This is an optimization exercise on Yosys and OpenROAD, whose aim is small area, a short achievable clock period and few clock cycles per item, not a production implementation. The RTL was checked by simulation tests, not by an equivalence proof against the original design.

==> inputs of run Y <==
==> flow/design.v (excerpt) <==
module net_4_8_12_16_16_1_10(clk, reset, input_valid, input_ready, input_data, output_valid, output_ready, output_data);
Settings: LEC_CHECK=0, ABC_AREA=1, CAP_MARGIN=50, CORE_MARGIN=2, CORE_UTILIZATION=60, SLEW_MARGIN=70; clock period 12.0 ns.
standard.sh (not shown) runs the stock make flow with config.mk's settings and CLKGATE_MAP_FILE= SYNTH_SCRIPT=/design/flow/synth_recipe.tcl, a recipe that flattens the netlist after the stock synthesis.
==> flow/flow/run.sh <==
#!/bin/bash
set -euo pipefail
export BUFFER_PORTS_ARGS="-buffer_cell sky130_fd_sc_hd__buf_4"
export SETUP_SLACK_MARGIN=8.6
bash standard.sh > standard.log 2>&1
==> run B: changes against run Y <==
--- a/flow/design.v
+++ b/flow/design.v
@@ -3,77 +3,57 @@
 	input signed [15 : 0] input_data;
 	output signed [15 : 0] output_data;
 	output output_valid, input_ready;
 	logic [3:0] pos;           
 	logic [15:0] pos1h;        
 	logic [2:0] vf;            
 	logic [2:0] cnt;           
-	logic lch;                 
 	logic in_rdy;
 	logic sv;                  
 	logic fv;                  
-	logic go;                  
-	logic starve;              
+	logic go;
+	assign go = ~sv;
 	logic in_xfer, launch, wrap, idle, new_valid;
+	logic [2:0] cnt_n;
 	logic [3:0] pos_n;
 	logic [2:0] vf_n;
 	assign in_xfer = input_valid & in_rdy;
 	assign idle = ~vf[0] & ~vf[1] & ~(vf[2] & (pos <= 4'd8));
 	assign wrap = go & (pos == 4'd15);
-	assign launch = go & ~lch & (cnt != 3'd0) & (wrap | idle);
-	assign new_valid = go & ((pos >= 4'd9) ? vf[1] : vf[2]);
+	assign launch = go & (cnt == 3'd4) & (wrap | idle);
+	assign cnt_n = launch ? 3'd0 : cnt + {2'b0, in_xfer};
+	assign new_valid = (pos >= 4'd9) ? vf[1] : vf[2];
 	always_comb begin
 		pos_n = pos;
 		vf_n = vf;
 		if (launch) begin
 			pos_n = 4'd0;
 			vf_n = {vf[1:0], 1'b1};
 		end else if (wrap) begin
 			pos_n = 4'd0;
 			vf_n = {vf[1:0], 1'b0};
 		end else if (go) begin
 			pos_n = pos + 4'd1;
 		end
 	end
-	function automatic logic [5:0] nxt(input logic xf, input logic [2:0] cnt, input logic lch,
-		input logic launch, input logic busy, input logic [3:0] pos_n);
-		logic [2:0] c;
-		logic l, r, st;
-		c = cnt + {2'b0, xf};
-		l = lch | launch;
-		if (l && c == 3'd4) begin
-			c = 3'd0;
-			l = 1'b0;
-		end
-		r = (c != 3'd4) & (l | ~busy | (pos_n >= 4'd11));
-		st = l & ((pos_n == 4'd0 && c < 3'd2) || (pos_n == 4'd1 && c < 3'd3) ||
-		          (pos_n == 4'd2 && c < 3'd4));
-		nxt = {c, l, r, st};
-	endfunction
-	logic [5:0] nx0, nx1, nx;
-	assign nx0 = nxt(1'b0, cnt, lch, launch, vf_n[0], pos_n);
-	assign nx1 = nxt(1'b1, cnt, lch, launch, vf_n[0], pos_n);
-	assign nx = in_xfer ? nx1 : nx0;
 	always_ff @(posedge clk) begin
 		if (reset) begin
 			pos <= 4'd0;
 			pos1h <= 16'd1;
 			vf <= 3'd0;
 			cnt <= 3'd0;
-			lch <= 1'b0;
 			in_rdy <= 1'b1;
-			starve <= 1'b0;
 		end else begin
 			pos <= pos_n;
 			pos1h <= 16'd1 << pos_n;
 			vf <= vf_n;
-			{cnt, lch, in_rdy, starve} <= nx;
+			cnt <= cnt_n;
+			in_rdy <= (cnt_n != 3'd4) & (~vf_n[0] | (pos_n >= 4'd11));
 		end
 	end
-	assign go = ~sv & ~starve;
 	function automatic logic [16:0] prodq(input logic [5:0] k, input logic [14:0] x);
 		logic s, a4, a8, b1, b2, bn;
 		logic [17:0] pa, pb, m;
 		logic [15:0] q;
 		{s, a4, a8, b1, b2, bn} = k;
 		pa = ({18{a4}} & {1'b0, x, 2'b0}) | ({18{a8}} & {x, 3'b0});
 		pb = ({18{b1}} & {3'b0, x}) | ({18{b2}} & {2'b0, x, 1'b0}) | ({18{bn}} & ~{3'b0, x});
@@ -529,16 +509,20 @@
 		if (y3_free) y3 <= sv ? s : y3_new;
 		if (!y3_free && go) s <= y3_new;
 	end
 	always_ff @(posedge clk) begin
 		if (reset) begin
 			fv <= 1'b0;
 			sv <= 1'b0;
+		end else if (!y3_free) begin
+			if (go) sv <= new_valid;
+		end else if (sv) begin
+			fv <= 1'b1;
+			sv <= 1'b0;
 		end else begin
-			fv <= (output_ready | ~fv) ? (sv | new_valid) : 1'b1;
-			sv <= (output_ready | ~fv) ? 1'b0 : (go ? new_valid : sv);
+			fv <= new_valid;
 		end
 	end
 	assign output_valid = fv;
 	assign output_data = {1'b0, y3};
 	assign input_ready = in_rdy;
 endmodule
==> flow/run.sh (new file) <==
#!/bin/bash
# synth_recipe.tcl (not shown) runs the flow's synth.tcl, then flattens the netlist and writes it again
# the make line also repeats each setting of config.mk as NAME=value (left out here)
make -C /OpenROAD-flow-scripts/flow DESIGN_CONFIG=/design/flow/config.mk WORK_HOME=/design/flow/orfs CLKGATE_MAP_FILE= SYNTH_SCRIPT=/design/flow/synth_recipe.tcl finish
==> flow/config.mk (replaced) <==
export PLATFORM = sky130hd
export DESIGN_NAME = net_4_8_12_16_16_1_10
export DESIGN_NICKNAME = net_4_8_12_16_16_1_10
export VERILOG_FILES = /design/flow/design.v
export SDC_FILE = /design/flow/constraint.sdc
export NUM_CORES = 4
export LEC_CHECK = 0
export CAP_MARGIN = 20
export CORE_MARGIN = 2
export CORE_UTILIZATION = 40
export SLEW_MARGIN = 20
removed: flow/flow/run.sh
removed: flow/standard.sh
==> run E: changes against run Y <==
--- a/flow/design.v
+++ b/flow/design.v
@@ -3,77 +3,59 @@
 	input signed [15 : 0] input_data;
 	output signed [15 : 0] output_data;
 	output output_valid, input_ready;
 	logic [3:0] pos;           
 	logic [15:0] pos1h;        
 	logic [2:0] vf;            
 	logic [2:0] cnt;           
-	logic lch;                 
 	logic in_rdy;
 	logic sv;                  
 	logic fv;                  
-	logic go;                  
-	logic starve;              
+	logic go;
+	assign go = ~sv;
 	logic in_xfer, launch, wrap, idle, new_valid;
+	logic [2:0] cnt_n;
 	logic [3:0] pos_n;
 	logic [2:0] vf_n;
 	assign in_xfer = input_valid & in_rdy;
 	assign idle = ~vf[0] & ~vf[1] & ~(vf[2] & (pos <= 4'd8));
 	assign wrap = go & (pos == 4'd15);
-	assign launch = go & ~lch & (cnt != 3'd0) & (wrap | idle);
-	assign new_valid = go & ((pos >= 4'd9) ? vf[1] : vf[2]);
+	assign launch = go & (cnt == 3'd4) & (wrap | idle);
+	assign cnt_n = launch ? 3'd0 : cnt + {2'b0, in_xfer};
+	logic rdy_room;
+	assign rdy_room = ~vf_n[0] | (pos_n >= 4'd11);
+	assign new_valid = (pos >= 4'd9) ? vf[1] : vf[2];
 	always_comb begin
 		pos_n = pos;
 		vf_n = vf;
 		if (launch) begin
 			pos_n = 4'd0;
 			vf_n = {vf[1:0], 1'b1};
 		end else if (wrap) begin
 			pos_n = 4'd0;
 			vf_n = {vf[1:0], 1'b0};
 		end else if (go) begin
 			pos_n = pos + 4'd1;
 		end
 	end
-	function automatic logic [5:0] nxt(input logic xf, input logic [2:0] cnt, input logic lch,
-		input logic launch, input logic busy, input logic [3:0] pos_n);
-		logic [2:0] c;
-		logic l, r, st;
-		c = cnt + {2'b0, xf};
-		l = lch | launch;
-		if (l && c == 3'd4) begin
-			c = 3'd0;
-			l = 1'b0;
-		end
-		r = (c != 3'd4) & (l | ~busy | (pos_n >= 4'd11));
-		st = l & ((pos_n == 4'd0 && c < 3'd2) || (pos_n == 4'd1 && c < 3'd3) ||
-		          (pos_n == 4'd2 && c < 3'd4));
-		nxt = {c, l, r, st};
-	endfunction
-	logic [5:0] nx0, nx1, nx;
-	assign nx0 = nxt(1'b0, cnt, lch, launch, vf_n[0], pos_n);
-	assign nx1 = nxt(1'b1, cnt, lch, launch, vf_n[0], pos_n);
-	assign nx = in_xfer ? nx1 : nx0;
 	always_ff @(posedge clk) begin
 		if (reset) begin
 			pos <= 4'd0;
 			pos1h <= 16'd1;
 			vf <= 3'd0;
 			cnt <= 3'd0;
-			lch <= 1'b0;
 			in_rdy <= 1'b1;
-			starve <= 1'b0;
 		end else begin
 			pos <= pos_n;
 			pos1h <= 16'd1 << pos_n;
 			vf <= vf_n;
-			{cnt, lch, in_rdy, starve} <= nx;
+			cnt <= cnt_n;
+			in_rdy <= in_xfer ? (cnt != 3'd3) & rdy_room : (launch | (cnt != 3'd4)) & rdy_room;
 		end
 	end
-	assign go = ~sv & ~starve;
 	function automatic logic [16:0] prodq(input logic [5:0] k, input logic [14:0] x);
 		logic s, a4, a8, b1, b2, bn;
 		logic [17:0] pa, pb, m;
 		logic [15:0] q;
 		{s, a4, a8, b1, b2, bn} = k;
 		pa = ({18{a4}} & {1'b0, x, 2'b0}) | ({18{a8}} & {x, 3'b0});
 		pb = ({18{b1}} & {3'b0, x}) | ({18{b2}} & {2'b0, x, 1'b0}) | ({18{bn}} & ~{3'b0, x});
==> summary.txt <==
Net total in the final layout: run B 10,200; run Y 13,300; run E 13,600
Minimum setup slack among reg-to-reg paths: run B 6890 ps; run Y 8690 ps; run E 8670 ps
Net Count, Synth: run B 10,300; run Y 13,100; run E 13,500
Origin of the worst min-delay path: run B p3_0[16]; run Y k2_2[5]; run E k2_2[5]
Clock Sinks: run B 1,307; run Y 1,309; run E 1,307
Number of non-clock inverters in the layout: run B 297; run Y 1,367; run E 1,424
Min Clock Period, post-route: run B 5110 ps; run Y 3910 ps; run E 3780 ps
Overall track demand over capacity in global routing: run B 19.8%; run Y 32.7%; run E 33.5%
Fraction of standard cell area in multi-input logic: run B 54.0%; run Y 51.4%; run E 51.8%
Non-Filler Cell Area, Final: run B 102,000 sq um; run Y 108,000 sq um; run E 108,000 sq um
Distinct cell type count after synthesis: run B 90; run Y 62; run E 59
Most used standard cell by instance count after synthesis: run B edfxtp_1; run Y nand2_1; run E nand2_1
Number of buffer and inverter stages on the critical path: run B 0; run Y 1; run E 1
Detailed-route vias per instance: run B 5.61; run Y 5.92; run E 5.91
Result of the run: run B no timing/DRC/antenna violations; run Y no timing/DRC/antenna violations; run E no timing/DRC/antenna violations
Most common cell after layout, fill and taps aside: run B edfxtp_1; run Y nand2_1; run E nand2_1
Post-Place Cell Area: run B 96,800 sq um; run Y 100,000 sq um; run E 101,000 sq um
Final RePlAce weighted congestion: run B 0.913; run Y 1.02; run E 0.974
Yosys top cell area share: run B 31.4%; run Y 30.3%; run E 30.1%
Signal buf overhead: run B 0.789%; run Y 2.93%; run E 2.47%
Synth Area in Compound Gates: run B 18.5%; run Y 19.0%; run E 18.0%
Origin of the worst setup path: run B p2_1[16]; run Y y3[0]; run E y3[3]
Final HPWL DP: run B 180,000 microns; run Y 208,000 microns; run E 220,000 microns
Testbench counts of run Y, summed over its fixed seeds: cycles 2,272, items 128.
Testbench counts of run B, summed over its fixed seeds: cycles 2,296, items 128.
Testbench counts of run E, summed over its fixed seeds: cycles 2,296, items 128.

## port drivers added, routing unchanged
Ports are ideal in the flow. The routed layouts listed here were re-timed in OpenROAD.
Step 1 assumes that a clkbuf_16 drives the clock port and a buf_2 every other input.
Step 2 adds t to the input delays and takes it off the output delays; t is the mean of the earliest and latest rising clock arrival at the registers after step 1. Input paths then give back, and output paths get back, about the clock's delay inside the block.
Three values: ideal ports, drivers, drivers and shift; two values: the first two.
run	t, ns	setup WS [ns]	hold WS [ns]	worst register clock-pin slew, ns	worst data-port slew with drivers (ns)
run Y	0.870	8.091 / 7.996 / 8.064	0.418 / 0.418 / 0.418	0.07 / 0.07	0.17
run B	0.904	6.892 / 6.892 / 6.892	0.418 / 0.418 / 0.418	0.07 / 0.07	0.09
run E	0.894	8.217 / 8.124 / 8.140	0.411 / 0.411 / 0.411	0.07 / 0.07	0.03
After both steps setup and hold are still met in every run listed. The setup slack of run E, which loses most, moves by -0.093 ns with the drivers and by -0.077 ns with both steps.
